What follows belongs to an exercise in optimizing a design on an open flow for small area; a production flow would make more cautious choices.
Function was checked by simulation only, so behaviour that the tests miss may differ from the original.

==> flow/design.v (outline; a module is shown in full before it is edited, if it fits) <==
// module pid_fa: 4 lines
// module pid_ha: 4 lines
// module fc_core: 3315 lines
module fc_core(
	input logic clk,
	input logic rst,                    
	input logic data_ready,             
	input logic signed[15:0] gyro_x,
	input logic signed[15:0] gyro_y,
	input logic[11:0] ch_throttle,      
	input logic[11:0] ch_roll,          
	input logic[11:0] ch_pitch,         
	input logic[11:0] ch_arm,           
	output logic[11:0] motor_br,        
	output logic[11:0] motor_fr,        
	output logic[11:0] motor_fl,        
	output logic[11:0] motor_bl         
);
  // ...
==> flow/run.sh <==
#!/bin/bash
# synth_recipe.tcl (not shown) runs the flow's synth.tcl, then flattens the netlist and writes it again
# the make line also repeats each setting of config.mk as NAME=value (left out here)
make -C /OpenROAD-flow-scripts/flow DESIGN_CONFIG=/design/flow/config.mk WORK_HOME=/design/flow/orfs CLKGATE_MAP_FILE= SYNTH_SCRIPT=/design/flow/synth_recipe.tcl finish
==> flow/config.mk <==
export PLATFORM = sky130hd
export DESIGN_NAME = fc_core
export DESIGN_NICKNAME = fc_core
export VERILOG_FILES = /design/flow/design.v
export SDC_FILE = /design/flow/constraint.sdc
export NUM_CORES = 4
export LEC_CHECK = 0
export CAP_MARGIN = 20
export CORE_MARGIN = 2
export CORE_UTILIZATION = 40
export CTS_BUF_LIST = sky130_fd_sc_hd__clkbuf_4 sky130_fd_sc_hd__clkbuf_8
export CTS_CLUSTER_DIAMETER = 50
export CTS_CLUSTER_SIZE = 16
export SLEW_MARGIN = 20
export SYNTH_HIERARCHICAL = 1
==> flow/constraint.sdc <==
create_clock -name core_clock -period 28.0 [get_ports {clk}]
set_input_delay 5.6000 -clock core_clock [delete_from_list [all_inputs] [get_ports {clk}]]
set_output_delay 5.6000 -clock core_clock [all_outputs]
set_load 0.01 [all_outputs]
==> qor_table.md, run 1 <==
| Group | Metric | Value |
| --- | --- | --- |
| finish | Layout buffering overhead excluding clock cells | 6.32% |
| hold path | Path category of the worst min-delay check | reg -> reg |
| timing | Maximum clock rate | 0.0364 GHz |
| floorplanning | Number of top-level design ports | 131 |
| timing | Unrepaired setup endpoints after global routing | false |
| status | Result of the run | no timing/DRC/antenna violations |
| routing | Average detailed-routed wire length per instance | 18.9 um |
| finish | Dominant class by area | multi-input gates |
| cts | Clock-pin slew on the worst setup and hold paths | 110 ps |
| worst setup path | Cells on worst reg2reg path | 37 |
| finish | Registers with the highest flip-flop counts | pitch_h x184, roll_h x184 |
| worst setup path | Endpoint class of the critical path | primary output |
| finish | Synth-to-Final Area Change | 15.4% |
| worst setup path | Most prevalent standard cell on the critical path | sky130_fd_sc_hd__fa_2 |
| synthesis | Share of flip-flops with an asynchronous set or reset | 0% |
| timing | Setup violation total in the final timing report | 0 |
| routing | Wirelength, routed | 79000 um |
| placement | Count of port buffers added during placement | 114 |
| routing | Via count | 20795 |
| hold path | Hold endpoint | pitch_h[3][6] |
| routing | Routed Antenna Nets | 0 |
| timing | Smallest hold slack | 412 ps |
| grt | Overall overflow remaining after global route | 0 |
| finish | Multi-input gates | 1913 |
| synthesis | Prevailing post-synth register cell | sky130_fd_sc_hd__edfxtp_1 |
| synthesis | Yosys warnings | 11 |
| cts | Count of hold-fix buffers inserted at cts | 0 |
| synthesis | Gate count of the mapped netlist | 2652 |
| routing | DRC violation count after routing | 0 |
| finish | Area occupied by multi-input gates | 22800 um2 |
| routing | Met3 wirelength from detailed routing | 3610 um |
| finish | Fraction of area in multi-input gates | 54.2% |
| worst setup path | Capture point of the critical path | motor_br[5] |
| routing | Met1 layer wirelength in the final routing | 37200 um |
| floorplanning | Die Area | 93600 um2 |
==> run 2: changes to the inputs <==
--- a/flow/config.mk
+++ b/flow/config.mk
@@ -13,2 +13,3 @@
 export CTS_CLUSTER_SIZE = 16
+export GPL_TIMING_DRIVEN = 0
 export SLEW_MARGIN = 20
==> run 2 against run 1 <==
  * Still clean
  * Sequential share of layout area increased by 0.11 points
  * Synthesized cell count is the same
  * Count of clock-buffer cells in the layout increased by 3
  * Global-route usage increased by 0.093 points
  * Critical endpoint unchanged
  * Largest cell class unchanged
==> qor_table.md, run 2 <==
| Group | Metric | Value | Change |
| --- | --- | --- | --- |
| synthesis | Library cell occupying the most area in the post-synthesis netlist | sky130_fd_sc_hd__fa_1 | unchanged |
| timing | Total negative setup slack | 0 ps | unchanged |
| routing | DRC violation count after routing | 0 | unchanged |
| synthesis | Share of flip-flops with an asynchronous set or reset | 0% | unchanged |
| routing | DR WL met2 | 37300 um | was 37000 um |
| finish | Net count reported at finish | 3816 | was 3918 |
| worst setup path | Classification of the worst setup path | in -> out | unchanged |
| synthesis | Dominant cell by count in the synthesized netlist | sky130_fd_sc_hd__fa_1 | unchanged |
| routing | Wirelength, routed | 79800 um | was 79000 um |
| floorplanning | Core Area | 90100 um2 | unchanged |
| routing | Max Used Layer | met5 | unchanged |
| routing | Via count | 20703 | was 20795 |
| placement | Final GP Congestion | 0.905 | was 0.907 |
| status | Result of the run | no timing/DRC/antenna violations | unchanged |
| job | Maxcap violations | 0 | unchanged |
| worst setup path | Required time at the endpoint of the critical path | 22400 ps | about the same |
| worst setup path | Capture point of the worst reg-to-reg path | roll_acc[46] | unchanged |
| routing | Met3 wirelength from detailed routing | 4090 um | was 3610 um |
| timing | Slew at the pin closest to its max-slew limit | 1080 ps | was 1060 ps |
| synthesis | Yosys warnings | 11 | unchanged |
| cts | H-tree lvl count | 2 | unchanged |
| synthesis | Count of distinct cell types in the synthesized netlist | 73 | unchanged |
| grt | Vias in the first global route | 23101 | was 23403 |
| grt | Antenna violations before repair | 7 | was 8 |
| synthesis | Top cells by area in the synthesized netlist | sky130_fd_sc_hd__fa_1 (38%), sky130_fd_sc_hd__edfxtp_1 (30%), sky130_fd_sc_hd__ha_1 (6.0%), sky130_fd_sc_hd__dfxtp_1 (5.6%), sky130_fd_sc_hd__and2_1 (2.7%) | unchanged |
| synthesis | Prevailing post-synth register cell | sky130_fd_sc_hd__edfxtp_1 | unchanged |
| timing | Worst rel slew slack | 28.2% | was 28.9% |
| finish | Top library cells by usage in the layout, fill and taps aside | sky130_fd_sc_hd__fa_1 (624), sky130_fd_sc_hd__edfxtp_1 (368), sky130_fd_sc_hd__inv_1 (206), sky130_fd_sc_hd__and2_1 (158), sky130_fd_sc_hd__ha_1 (157) | was sky130_fd_sc_hd__fa_1 (634), sky130_fd_sc_hd__edfxtp_1 (368), sky130_fd_sc_hd__inv_1 (210), sky130_fd_sc_hd__buf_4 (198), sky130_fd_sc_hd__ha_1 (166) |
| timing | Final count of pins violating max slew | 0 | unchanged |
| timing | Crit share post-route | 98.4% | was 98.2% |
| synthesis | Gate count of the mapped netlist | 2652 | unchanged |
| finish | Most common cell after layout, fill and taps aside | sky130_fd_sc_hd__fa_1 | unchanged |
| placement | Post-placement worst setup slack | -2330 ps | was -1180 ps |
| worst setup path | Endpoint class of the critical path | primary output | unchanged |
| worst setup path | Cells on worst reg2reg path | 38 | was 37 |
| routing | Average detailed-routed wire length per instance | 19.5 um | was 18.9 um |
| routing | Via-per-instance ratio | 5.06 | was 4.96 |
| cts | CTS tree | done | unchanged |
| floorplanning | Die extent in x | 306 um | unchanged |
| synthesis | Post-synthesis cell area | 36500 um2 | unchanged |
| hold path | Hold endpoint | pitch_h[5][18] | was pitch_h[3][6] |
| cts | Source-to-sink clock delay at the later pin of the worst-skew pair | 660 ps | was 670 ps |
| timing | Final Worst Setup Slack | 461 ps | was 516 ps |
| worst setup path | Critical path data arrival time | 21940 ps | was 21880 ps |
| floorplanning | Overall die height | 306 um | unchanged |
| grt | Largest net degree at the start of global routing | 107 | was 154 |
| worst setup path | Reg-to-reg startpoint | roll_acc[0] | unchanged |
| worst setup path | CP max stage delay | 620 ps | was 570 ps |
| finish | Layout cell share with drive strength beyond 1 | 12.5% | was 14.5% |
| timing | Final setup skew | 33.6 ps | was 31.0 ps |
| routing | DRT iter0 DRCs | 1450 | was 1422 |
| floorplanning | Die Area | 93600 um2 | unchanged |
| cts | TritonCTS Buffers | 54 | was 51 |
| timing | Setup violation total in the final timing report | 0 | unchanged |
| synthesis | List of most frequent post-synthesis cells | sky130_fd_sc_hd__fa_1 (691), sky130_fd_sc_hd__edfxtp_1 (368), sky130_fd_sc_hd__inv_1 (215) | unchanged |
| synthesis | Sequential area share after synthesis | 35.9% | unchanged |
| grt | Overall overflow remaining after global route | 0 | unchanged |
| cts | Count of hold-fix buffers inserted at cts | 0 | unchanged |
| grt | Wire length of the first global-routing pass | 130000 um | about the same |
| hold path | Path category of the worst min-delay check | reg -> reg | unchanged |
| floorplanning | Number of top-level design ports | 131 | unchanged |
| timing | Count of final hold-check violations | 0 | unchanged |
| synthesis | Syn avg cell area | 13.7 um2 | unchanged |
| worst setup path | Library cell contributing the largest single delay on the critical path | sky130_fd_sc_hd__fa_2 | was sky130_fd_sc_hd__fa_1 |
| synthesis | Synthesized flop and latch total | 470 | unchanged |
| cts | Root buffer cell | sky130_fd_sc_hd__clkbuf_8 | unchanged |
| cts | Number of clock sinks seen by CTS | 470 | unchanged |
| worst setup path | Worst Setup Start Kind | input port | unchanged |
| cts | Maximum root-to-sink buffer count | 3 | unchanged |
| synthesis | Share of the synthesized area in the top cell type | 37.9% | unchanged |
| cts | Clock-pin slew on the worst setup and hold paths | 100 ps | was 110 ps |
| finish | Synth-to-Final Area Change | 15.0% | was 15.4% |
| routing | Met1 layer wirelength in the final routing | 36800 um | was 37200 um |
| routing | Routed Antenna Nets | 0 | unchanged |
| worst setup path | R2R Setup Slk | 14190 ps | was 14230 ps |
| synthesis | Number of enable-type register cells in the synthesized netlist | 368 | unchanged |
| finish | Registers with the highest flip-flop counts | pitch_h x184, roll_h x184 | unchanged |
| placement | Count of port buffers added during placement | 113 | was 114 |
| floorplanning | Row count | 110 | unchanged |
| routing | Iteration count of the initial detailed-routing pass | 5 | was 7 |
| timing | Maximum clock rate | 0.0363 GHz | was 0.0364 GHz |
| finish | Number of inserted filler cells in the final layout | 7860 | was 7825 |
| hold path | Launch instance of the worst min-delay path | pitch_h[4][18] | was pitch_h[2][6] |
| worst setup path | Highest net fanout along the worst path | 10 | was 3 |
| worst setup path | Most prevalent standard cell on the critical path | sky130_fd_sc_hd__fa_2 | unchanged |
| hold path | Hold Path Depth | 0 | unchanged |
| placement | HPWL reported at the end of detailed placement | 64500 um | was 64300 um |
| timing | Minimum clock period after layout | 27540 ps | was 27480 ps |
| floorplanning | Starting density of the core | 40.4% | unchanged |
| grt | GRT Resource Usage Total | 17.7% | about the same |
## run 2: through the flow
| stage | util [%] | std cells | hold WS, ps | instance area [um2] |
|---|---|---|---|---|
| floorplan | - | 2659 | 400 | 36500 |
| global placement | 43.4 | 3948 | 400 | 39100 |
| detailed placement | 43.5 | 3953 | 405 | 39200 |
| CTS | 45.7 | 4069 | 391 | 41200 |
| global route | 46.5 | 4091 | 407 | 41900 |
| finish | 46.5 | 4092 | 410 | 41900 |
## run 2: per-module statistics from Yosys, one instance, submodules excluded
module | times used | cell area (um2)
pid_fa | 691 | 20.0
pid_ha | 88 | 12.5
fc_core | 1 | 21500
## run 2: logic make-up after synthesis
family	Yosys count	synth area share, %
AO/OA/AOI/OAI	189	3.36
XOR/XNOR	148	3.60
adder cells (fa/ha/maj)	870	44.0
buffers and inverters	276	2.95
flip-flops	470	35.9
multiplexers	4	0.110
other	1	0.0103
AND/OR/NAND/NOR	694	10.0
## run 2: worst max path at each step
stage | end | cells past startpoint | from | slack [ps]
4_1_cts | motor_br[7] | 54 | ch_pitch[3] | 0.4
5_1_grt | motor_fl[9] | 54 | ch_roll[3] | -60
3_5_place_dp | motor_br[5] | 51 | ch_roll[2] | -2330
3_3_place_gp | motor_br[0] | 55 | ch_roll[2] | -2540
2_1_floorplan | motor_br[0] | 51 | ch_roll[2] | 320
6_report | motor_br[5] | 54 | ch_roll[3] | 460
## run 2: layout make-up
class / instances / area [um2] / share of cell area, %
Buffer: 56 / 263 / 0.627
Clock inverter: 42 / 549 / 1.31
Multi-Input combinational cell: 1913 / 23400 / 55.8
Antenna cell: 2 / 5.00 / 0.0119
Tap cell: 1176 / 1470 / 3.51
Timing Repair Buffer: 155 / 1530 / 3.65
Sequential cell: 470 / 13100 / 31.2
Clock buffer: 60 / 795 / 1.90
Inverter: 218 / 821 / 1.96
## run 2: critical path: cells and delay by family
family	cells	cell delay (ps)
XOR/XNOR	1	150
AND/OR/NAND/NOR	8	1810
AO/OA/AOI/OAI	1	310
adder cells (fa/ha/maj)	36	12960
buffers and inverters	8	1130
## run 2: routing by layer
metal  global-route usage [%]  vias to the layer above
met3                     2.83                      108
met5                        0                        -
li1                         -                     9261
met2                     28.2                      490
met4                     3.70                       10
met1                     25.9                    10834
## run 2: repair_timing
action / CTS / global route
resized for setup: 156 / 122
setup endpoints to repair: 40 / 40
pin swaps: 12 / 52
buffers inserted: 14 / 23
endpoints found under the hold margin: 0 / 0
==> run 3: changes to the inputs <==
--- a/flow/config.mk
+++ b/flow/config.mk
@@ -9,7 +9,6 @@
 export CORE_MARGIN = 2
-export CORE_UTILIZATION = 40
+export CORE_UTILIZATION = 55
 export CTS_BUF_LIST = sky130_fd_sc_hd__clkbuf_4 sky130_fd_sc_hd__clkbuf_8
 export CTS_CLUSTER_DIAMETER = 50
-export CTS_CLUSTER_SIZE = 16
-export GPL_TIMING_DRIVEN = 0
+export CTS_CLUSTER_SIZE = 20
 export SLEW_MARGIN = 20
==> run 3 against run 2 <==
  * Setup slack better by 51 ps
  * Register-to-register slack worse by 100 ps
  * Area after synthesis stayed put
  * Critical path type unchanged
  * Fmax is 0.19% higher
  * Sequential share of layout area is 0.18 points higher
  * Still clean
  * Core utilization is 17 points higher
  * Synthesized cell count stayed put
  * First-iteration DRC count is 0.90% lower
==> qor_table.md, run 3 <==
| Group | Metric | Value | Change |
| --- | --- | --- | --- |
| worst setup path | Library cell contributing the largest single delay on the critical path | sky130_fd_sc_hd__fa_2 | unchanged |
| worst setup path | Most prevalent standard cell on the critical path | sky130_fd_sc_hd__fa_2 | unchanged |
| worst setup path | R2R Setup Slk | 14090 ps | was 14190 ps |
| worst setup path | Capture point of the worst reg-to-reg path | roll_acc[46] | unchanged |
| worst setup path | Endpoint class of the critical path | primary output | unchanged |
| floorplanning | Core Area | 65700 um2 | was 90100 um2 |
| timing | Final count of pins violating max slew | 0 | unchanged |
| worst setup path | Highest net fanout along the worst path | 3 | was 10 |
| synthesis | Count of distinct cell types in the synthesized netlist | 73 | unchanged |
| finish | Layout cell share with drive strength beyond 1 | 15.2% | was 12.5% |
| grt | Vias in the first global route | 22707 | was 23101 |
| hold path | Hold endpoint | roll_h[6][10] | was pitch_h[5][18] |
| cts | Source-to-sink clock delay at the later pin of the worst-skew pair | 670 ps | was 660 ps |
| finish | Synth-to-Final Area Change | 14.3% | was 15.0% |
| cts | TritonCTS Buffers | 52 | was 54 |
| finish | Most common cell after layout, fill and taps aside | sky130_fd_sc_hd__fa_1 | unchanged |
| synthesis | Yosys warnings | 11 | unchanged |
| grt | Largest net degree at the start of global routing | 174 | was 107 |
| synthesis | Syn avg cell area | 13.7 um2 | unchanged |
| placement | Final GP Congestion | 0.903 | was 0.905 |
| synthesis | Prevailing post-synth register cell | sky130_fd_sc_hd__edfxtp_1 | unchanged |
| worst setup path | Critical path data arrival time | 21890 ps | was 21940 ps |
| grt | Met2 Usage GRT | 37.1% | was 28.2% |
| synthesis | Number of enable-type register cells in the synthesized netlist | 368 | unchanged |
| synthesis | Gate count of the mapped netlist | 2652 | unchanged |
| routing | Routed Antenna Nets | 0 | unchanged |
| floorplanning | Die extent in x | 261 um | was 306 um |
| grt | Overall overflow remaining after global route | 0 | unchanged |
| timing | Setup violation total in the final timing report | 0 | unchanged |
| worst setup path | CP max stage delay | 600 ps | was 620 ps |
| floorplanning | Number of top-level design ports | 131 | unchanged |
| timing | Slew at the pin closest to its max-slew limit | 979 ps | was 1080 ps |
| hold path | Path category of the worst min-delay check | reg -> reg | unchanged |
| synthesis | Post-synthesis cell area | 36500 um2 | unchanged |
| timing | Final setup skew | 72.6 ps | was 33.6 ps |
| synthesis | Top cells by area in the synthesized netlist | sky130_fd_sc_hd__fa_1 (38%), sky130_fd_sc_hd__edfxtp_1 (30%), sky130_fd_sc_hd__ha_1 (6.0%), sky130_fd_sc_hd__dfxtp_1 (5.6%), sky130_fd_sc_hd__and2_1 (2.7%) | unchanged |
| routing | DRC violation count after routing | 0 | unchanged |
| hold path | Launch instance of the worst min-delay path | roll_h[5][10] | was pitch_h[4][18] |
| worst setup path | Required time at the endpoint of the critical path | 22400 ps | about the same |
| timing | Count of final hold-check violations | 0 | unchanged |
| grt | Wire length of the first global-routing pass | 125000 um | was 130000 um |
| routing | Wirelength, routed | 76900 um | was 79800 um |
| synthesis | List of most frequent post-synthesis cells | sky130_fd_sc_hd__fa_1 (691), sky130_fd_sc_hd__edfxtp_1 (368), sky130_fd_sc_hd__inv_1 (215) | unchanged |
| hold path | Hold Path Depth | 0 | unchanged |
| worst setup path | Reg-to-reg startpoint | roll_acc[0] | unchanged |
| placement | HPWL reported at the end of detailed placement | 61800 um | was 64500 um |
| cts | Count of hold-fix buffers inserted at cts | 0 | unchanged |
| synthesis | Share of flip-flops with an asynchronous set or reset | 0% | unchanged |
| worst setup path | Classification of the worst setup path | in -> out | unchanged |
| grt | GRT Resource Usage Total | 23.9% | was 17.7% |
| finish | Net count reported at finish | 3914 | was 3816 |
| worst setup path | Worst Setup Start Kind | input port | unchanged |
| timing | Crit share post-route | 98.2% | was 98.4% |
| synthesis | Synthesized flop and latch total | 470 | unchanged |
| synthesis | Dominant cell by count in the synthesized netlist | sky130_fd_sc_hd__fa_1 | unchanged |
| placement | Cell area after placement | 39900 um2 | was 39200 um2 |
| status | Result of the run | no timing/DRC/antenna violations | unchanged |
| floorplanning | Row count | 94 | was 110 |
| floorplanning | Die Area | 68400 um2 | was 93600 um2 |
| synthesis | Share of the synthesized area in the top cell type | 37.9% | unchanged |
| timing | Final Worst Setup Slack | 512 ps | was 461 ps |
| placement | Count of port buffers added during placement | 114 | was 113 |
| cts | CTS tree | done | unchanged |
| floorplanning | Overall die height | 261 um | was 306 um |
| timing | Minimum clock period after layout | 27490 ps | was 27540 ps |
| floorplanning | Starting density of the core | 55.5% | was 40.4% |
| grt | Most used routing layer | met2 | unchanged |
| routing | Via-per-instance ratio | 5.36 | was 5.06 |
| job | Maxcap violations | 0 | unchanged |
| timing | Unrepaired setup endpoints after global routing | false |  |
| finish | Registers with the highest flip-flop counts | pitch_h x184, roll_h x184 | unchanged |
| finish | Top library cells by usage in the layout, fill and taps aside | sky130_fd_sc_hd__fa_1 (631), sky130_fd_sc_hd__edfxtp_1 (368), sky130_fd_sc_hd__inv_1 (208), sky130_fd_sc_hd__buf_4 (195), sky130_fd_sc_hd__ha_1 (165) | was sky130_fd_sc_hd__fa_1 (624), sky130_fd_sc_hd__edfxtp_1 (368), sky130_fd_sc_hd__inv_1 (206), sky130_fd_sc_hd__and2_1 (158), sky130_fd_sc_hd__ha_1 (157) |
| synthesis | Sequential area share after synthesis | 35.9% | unchanged |
| finish | Summed area of non-filler cells in the final layout | 41700 um2 | was 41900 um2 |
| cts | Maximum root-to-sink buffer count | 3 | unchanged |
| routing | DRT iter0 DRCs | 1437 | was 1450 |
| synthesis | Library cell occupying the most area in the post-synthesis netlist | sky130_fd_sc_hd__fa_1 | unchanged |
| grt | Antenna violations before repair | 2 | was 7 |
| cts | Number of clock sinks seen by CTS | 470 | unchanged |
| routing | Iteration count of the initial detailed-routing pass | 8 | was 5 |
| cts | Root buffer cell | sky130_fd_sc_hd__clkbuf_8 | unchanged |
| timing | Worst rel slew slack | 34.8% | was 28.2% |
| grt | Met3 GRT Util | 3.43% | was 2.83% |
| placement | Post-placement worst setup slack | -1300 ps | was -2330 ps |
| routing | Average detailed-routed wire length per instance | 19.8 um | was 19.5 um |
| worst setup path | Cells on worst reg2reg path | 37 | was 38 |
| grt | Met1 track demand over resource in global routing | 37.0% | was 25.9% |
| cts | Clock-pin slew on the worst setup and hold paths | 100 ps | about the same |
| cts | H-tree lvl count | 2 | unchanged |
| finish | Number of inserted filler cells in the final layout | 5041 | was 7860 |
| routing | Via count | 20777 | was 20703 |
| timing | Maximum clock rate | 0.0364 GHz | was 0.0363 GHz |
## run 3: metrics by stage
| stage | instances | util (%) | hold WS [ps] | setup TNS (ps) |
|---|---|---|---|---|
| after floorplan | 2659 | - | 400 | 0 |
| after CTS | 3869 | 63.1 | 348 | 0 |
| after detailed placement | 3770 | 60.7 | 405 | -44580 |
| final | 3875 | 63.4 | 375 | 0 |
| after global routing | 3874 | 63.4 | 373 | 0 |
| after global placement | 3770 | 60.7 | 400 | -36830 |
## run 3: cell families after synthesis
kind of cell               Yosys count  synth area share, %
buffers and inverters              276                 2.95
DFF                                470                 35.9
muxes                                4                0.110
xor gates and xnor gates           148                 3.60
AOI/OAI and AO/OA                  189                 3.36
other                                1               0.0103
adders and majority gates          870                 44.0
and+or+nand+nor                    694                 10.0
## run 3: area by class of cell
cell class | instances | area [um2] | share of cell area (%)
inverter | 218 | 818 | 1.96
multi-input combinational | 1913 | 22900 | 54.9
antenna | 2 | 5.00 | 0.0120
clock buffer | 54 | 731 | 1.75
sequential | 470 | 13100 | 31.4
timing repair buffer | 311 | 2540 | 6.10
clock inverter | 43 | 518 | 1.24
tap | 864 | 1080 | 2.59
## run 3: critical path: cells and delay by family
| family | cells | cell delay (ps) |
|---|---|---|
| buffers and inverters | 13 | 1850 |
| xor gates and xnor gates | 1 | 140 |
| adders and majority gates | 36 | 13110 |
| AOI/OAI and AO/OA | 1 | 250 |
| and+or+nand+nor | 4 | 930 |
## run 3: timing repair
action | 4_1_cts | 5_1_grt
setup endpoints to repair | 40 | 40
gates resized for setup | 111 | 108
buffers inserted | 2 | 4
pin swaps | 16 | 51
## run 3: how the worst max path moves through the flow
stage | startpoint | to | slack (ps)
global route | ch_roll[2] | motor_br[0] | 3
global placement | ch_pitch[2] | motor_bl[8] | -1100
detailed placement | ch_pitch[2] | motor_bl[8] | -1300
floorplan | ch_roll[2] | motor_br[0] | 320
CTS | ch_pitch[2] | motor_br[0] | 10
finish | ch_roll[2] | motor_fr[9] | 510
## run 3: routing by layer
metal | wire [um] | up-vias
met5 | 0 | -
li1 | - | 9431
met1 | 36500 | 10836
met3 | 3750 | 71
met4 | 1070 | 0
met2 | 35600 | 439
## run 3: per-module statistics from Yosys, one instance, submodules excluded
| module | flip-flops and latches | times used |
|---|---|---|
| fc_core | 470 | 1 |
| pid_fa | 0 | 691 |
| pid_ha | 0 | 88 |
==> run 4: changes to the inputs <==
--- a/flow/config.mk
+++ b/flow/config.mk
@@ -9,6 +9,6 @@
 export CORE_MARGIN = 2
-export CORE_UTILIZATION = 55
-export CTS_BUF_LIST = sky130_fd_sc_hd__clkbuf_4 sky130_fd_sc_hd__clkbuf_8
+export CORE_UTILIZATION = 40
+export CTS_BUF_LIST = sky130_fd_sc_hd__clkbuf_8
 export CTS_CLUSTER_DIAMETER = 50
-export CTS_CLUSTER_SIZE = 20
+export CTS_CLUSTER_SIZE = 18
 export SLEW_MARGIN = 20
==> run 4 against run 3 <==
  * Still clean
  * Flip-flop and latch count stayed put
  * First-iteration DRC count decreased by 7.2%
  * Via count grew 0.23%
  * Die area grew 37%
  * Non-clock buffer count up 5
  * Clock skew is 34 ps lower
  * Setup slack worse by 2.9 ps
  * Synthesized cell count stayed put
  * Critical path type unchanged
==> qor_table.md, run 4 <==
| Group | Metric | Value | Change |
| --- | --- | --- | --- |
| cts | Number of clock sinks seen by CTS | 470 | unchanged |
| synthesis | Adder and majority cell fraction of the synthesized area | 44.0% | unchanged |
| floorplanning | Starting density of the core | 40.4% | was 55.5% |
| worst setup path | Worst Setup Start Kind | input port | unchanged |
| floorplanning | Die extent in x | 306 um | was 261 um |
| synthesis | XOR/XNOR Fraction of Synth Area | 3.60% | unchanged |
| worst setup path | Endpoint class of the critical path | primary output | unchanged |
| synthesis | Prevailing post-synth register cell | sky130_fd_sc_hd__edfxtp_1 | unchanged |
| grt | Vias in the first global route | 23372 | was 22707 |
| synthesis | Syn avg cell area | 13.7 um2 | unchanged |
| routing | Routed Antenna Nets | 0 | unchanged |
| worst setup path | CP max stage delay | 570 ps | was 600 ps |
| worst setup path | Highest net fanout along the worst path | 3 | unchanged |
| worst setup path | Critical path data arrival time | 21890 ps | about the same |
| job | Maxcap violations | 0 | unchanged |
| routing | DRT iter0 DRCs | 1333 | was 1437 |
| timing | Minimum clock period after layout | 27490 ps | about the same |
| hold path | Launch instance of the worst min-delay path | pitch_h[2][18] | was roll_h[5][10] |
| finish | Net count reported at finish | 3918 | was 3914 |
| routing | DRC violation count after routing | 0 | unchanged |
| routing | Wirelength, routed | 79000 um | was 76900 um |
| hold path | Path category of the worst min-delay check | reg -> reg | unchanged |
| placement | Cell count after placement | 4088 | was 3770 |
| grt | Antenna violations before repair | 7 | was 2 |
| finish | Final non-filler cell total | 4192 | was 3875 |
| grt | Wire length of the first global-routing pass | 130000 um | was 125000 um |
| finish | Most common cell after layout, fill and taps aside | sky130_fd_sc_hd__fa_1 | unchanged |
| finish | Registers with the highest flip-flop counts | pitch_h x184, roll_h x184 | unchanged |
| routing | Via count | 20825 | was 20777 |
| floorplanning | Core Area | 90100 um2 | was 65700 um2 |
| synthesis | Count of distinct cell types in the synthesized netlist | 73 | unchanged |
| synthesis | Post-synthesis cell area | 36500 um2 | unchanged |
| worst setup path | Reg-to-reg startpoint | roll_acc[0] | unchanged |
| synthesis | Sequential area share after synthesis | 35.9% | unchanged |
| cts | TritonCTS Buffers | 51 | was 52 |
| finish | Top library cells by usage in the layout, fill and taps aside | sky130_fd_sc_hd__fa_1 (634), sky130_fd_sc_hd__edfxtp_1 (368), sky130_fd_sc_hd__inv_1 (214), sky130_fd_sc_hd__buf_4 (198), sky130_fd_sc_hd__ha_1 (166) | was sky130_fd_sc_hd__fa_1 (631), sky130_fd_sc_hd__edfxtp_1 (368), sky130_fd_sc_hd__inv_1 (208), sky130_fd_sc_hd__buf_4 (195), sky130_fd_sc_hd__ha_1 (165) |
| cts | H-tree lvl count | 2 | unchanged |
| routing | Via-per-instance ratio | 4.97 | was 5.36 |
| cts | Clock-pin slew on the worst setup and hold paths | 110 ps | was 100 ps |
| placement | Final GP Congestion | 0.907 | was 0.903 |
| worst setup path | Required time at the endpoint of the critical path | 22400 ps | about the same |
| synthesis | Post-synthesis compound-gate area fraction | 3.36% | unchanged |
| synthesis | Top cells by area in the synthesized netlist | sky130_fd_sc_hd__fa_1 (38%), sky130_fd_sc_hd__edfxtp_1 (30%), sky130_fd_sc_hd__ha_1 (6.0%), sky130_fd_sc_hd__dfxtp_1 (5.6%), sky130_fd_sc_hd__and2_1 (2.7%) | unchanged |
| worst setup path | Classification of the worst setup path | in -> out | unchanged |
| timing | Count of final hold-check violations | 0 | unchanged |
| worst setup path | Most prevalent standard cell on the critical path | sky130_fd_sc_hd__fa_2 | unchanged |
| timing | Worst rel slew slack | 29.3% | was 34.8% |
| synthesis | Number of enable-type register cells in the synthesized netlist | 368 | unchanged |
| synthesis | Post-Synth Simple-Gate Area | 10.0% | unchanged |
| cts | Source-to-sink clock delay at the later pin of the worst-skew pair | 680 ps | was 670 ps |
| floorplanning | Die Area | 93600 um2 | was 68400 um2 |
| timing | Final setup skew | 39.1 ps | was 72.6 ps |
| synthesis | List of most frequent post-synthesis cells | sky130_fd_sc_hd__fa_1 (691), sky130_fd_sc_hd__edfxtp_1 (368), sky130_fd_sc_hd__inv_1 (215) | unchanged |
| timing | Slew at the pin closest to its max-slew limit | 1060 ps | was 979 ps |
| synthesis | Gate count of the mapped netlist | 2652 | unchanged |
| cts | Maximum root-to-sink buffer count | 3 | unchanged |
| finish | Layout cell share with drive strength beyond 1 | 14.4% | was 15.2% |
| grt | GRT Resource Usage Total | 17.7% | was 23.9% |
| timing | Setup violation total in the final timing report | 0 | unchanged |
| floorplanning | Number of top-level design ports | 131 | unchanged |
| cts | Count of hold-fix buffers inserted at cts | 0 | unchanged |
| synthesis | Synthesized flop and latch total | 470 | unchanged |
| floorplanning | Row count | 110 | was 94 |
| grt | Overall overflow remaining after global route | 0 | unchanged |
| floorplanning | Overall die height | 306 um | was 261 um |
| timing | Maximum clock rate | 0.0364 GHz | about the same |
| timing | Crit share post-route | 98.2% | about the same |
| cts | CTS tree | done | unchanged |
| finish | Synth-to-Final Area Change | 15.5% | was 14.3% |
| synthesis | Yosys warnings | 11 | unchanged |
| placement | HPWL reported at the end of detailed placement | 64300 um | was 61800 um |
| worst setup path | Library cell contributing the largest single delay on the critical path | sky130_fd_sc_hd__fa_2 | unchanged |
| synthesis | Dominant combinational cell family by area after synthesis | adder cells | unchanged |
| synthesis | Share of flip-flops with an asynchronous set or reset | 0% | unchanged |
| placement | Post-placement worst setup slack | -1180 ps | was -1300 ps |
| cts | Root buffer cell | sky130_fd_sc_hd__clkbuf_8 | unchanged |
| finish | Number of inserted filler cells in the final layout | 7842 | was 5041 |
| status | Result of the run | no timing/DRC/antenna violations | unchanged |
| synthesis | Share of cell area taken by muxes after synthesis | 0.110% | unchanged |
| synthesis | Dominant cell by count in the synthesized netlist | sky130_fd_sc_hd__fa_1 | unchanged |
| worst setup path | Critical path origin | ch_roll[3] | was ch_roll[2] |
| grt | Largest net degree at the start of global routing | 154 | was 174 |
| timing | Final Worst Setup Slack | 509 ps | was 512 ps |
| routing | Average detailed-routed wire length per instance | 18.8 um | was 19.8 um |
| synthesis | Share of the synthesized area in the top cell type | 37.9% | unchanged |
| synthesis | Library cell occupying the most area in the post-synthesis netlist | sky130_fd_sc_hd__fa_1 | unchanged |
| timing | Final count of pins violating max slew | 0 | unchanged |
| placement | Count of port buffers added during placement | 114 | unchanged |
| routing | Iteration count of the initial detailed-routing pass | 5 | was 8 |
| timing | Total negative setup slack | 0 ps | unchanged |
==> run 4: cell counts after synthesis <==
No cell type changed its count.
==> run 4: cell families after synthesis <==
kind of cell / count (synthesis)
fa+ha+maj: 870
simple gates: 694
flops: 470
buf+inv: 276
compound gates: 189
xor+xnor: 148
mux: 4
other cells: 1
==> run 4: Yosys stat by module (local to each module, per instance) <==
module / flip-flops and latches / cells inside / times used / area, um2
fc_core: 470 / 1873 / 1 / 21500
pid_fa: 0 / 1 / 691 / 20.0
pid_ha: 0 / 1 / 88 / 12.5
==> run 4: what timing repair did <==
action,CTS,global route
setup endpoints to repair,40,40
pin swaps,12,23
setup buffers,2,3
hold endpoints to repair,0,0
gates resized for setup,94,79
==> run 4: layer usage <==
metal / GRT usage [%] / up-vias / wire [um]
met3: 2.74 / 81 / 3450
met5: 0 / - / 25
met2: 28.2 / 360 / 36900
li1: - / 9457 / -
met4: 3.28 / 4 / 1130
met1: 25.9 / 10923 / 37500
==> run 4: final cells by class <==
cell class	count	area (um2)	share of cell area (%)
multi-input cells	1913	22800	54.1
diodes	3	7.51	0.0178
clock inverters	44	549	1.30
clock buffers	52	716	1.70
well taps	1176	1470	3.49
inverters	218	818	1.94
repair buffers	316	2660	6.31
flip-flops and latches	470	13100	31.1
==> run 4: path summary, 6_finish.rpt <==
check | end | slack [ps] | cells past startpoint
min | pitch_h[3][18] | 410 | 0
max reg2reg | roll_acc[46] | 14230 | 37
min reg2reg | pitch_h[3][18] | 410 | 0
max | motor_br[5] | 510 | 53
==> run 4: worst max-delay path, delay by kind of cell <==
kind	cells	cell delay (ps)
AO/OA/AOI/OAI	1	230
AND/OR/NAND/NOR	8	1770
adder cells (fa/ha/maj)	35	13120
buffers and inverters	8	1030
XOR/XNOR	1	130
==> run 4: through the flow <==
step	hold slack (ps)	area [um2]	utilization, %
2_1_floorplan	400	36500	-
3_3_place_gp	401	40400	44.8
3_5_place_dp	405	40400	44.8
4_1_cts	412	41900	46.5
5_1_grt	411	42100	46.7
6_report	412	42100	46.7

[port drivers added, routing unchanged]
How much do the figures lean on ideal ports? The routed layouts below were timed once more, with nothing changed but the port constraints. Step 1 assumes that a clkbuf_16 drives the clock port and a buf_2 every other input. Step 2 also shifts input and output timing later by t, the mid clock arrival at the registers, as if the neighbouring blocks saw the same clock. Three values: no drivers, after step 1, after step 2; two values: the first two.
| run | t, ns | slack for setup (ns) | hold WS [ns] |
|---|---|---|---|
| run 1 | 0.710 | 0.516 / 0.492 / 0.492 | 0.412 / 0.412 / 0.412 |
| run 2 | 0.707 | 0.461 / 0.434 / 0.434 | 0.410 / 0.410 / 0.410 |
| run 3 | 0.703 | 0.512 / 0.467 / 0.467 | 0.375 / 0.375 / 0.375 |
| run 4 | 0.719 | 0.509 / 0.485 / 0.485 | 0.412 / 0.412 / 0.412 |
After both steps every run listed still meets setup and hold. For run 3, which loses most, drivers alone change the setup slack by -0.045 ns; drivers and shift together by -0.045 ns.
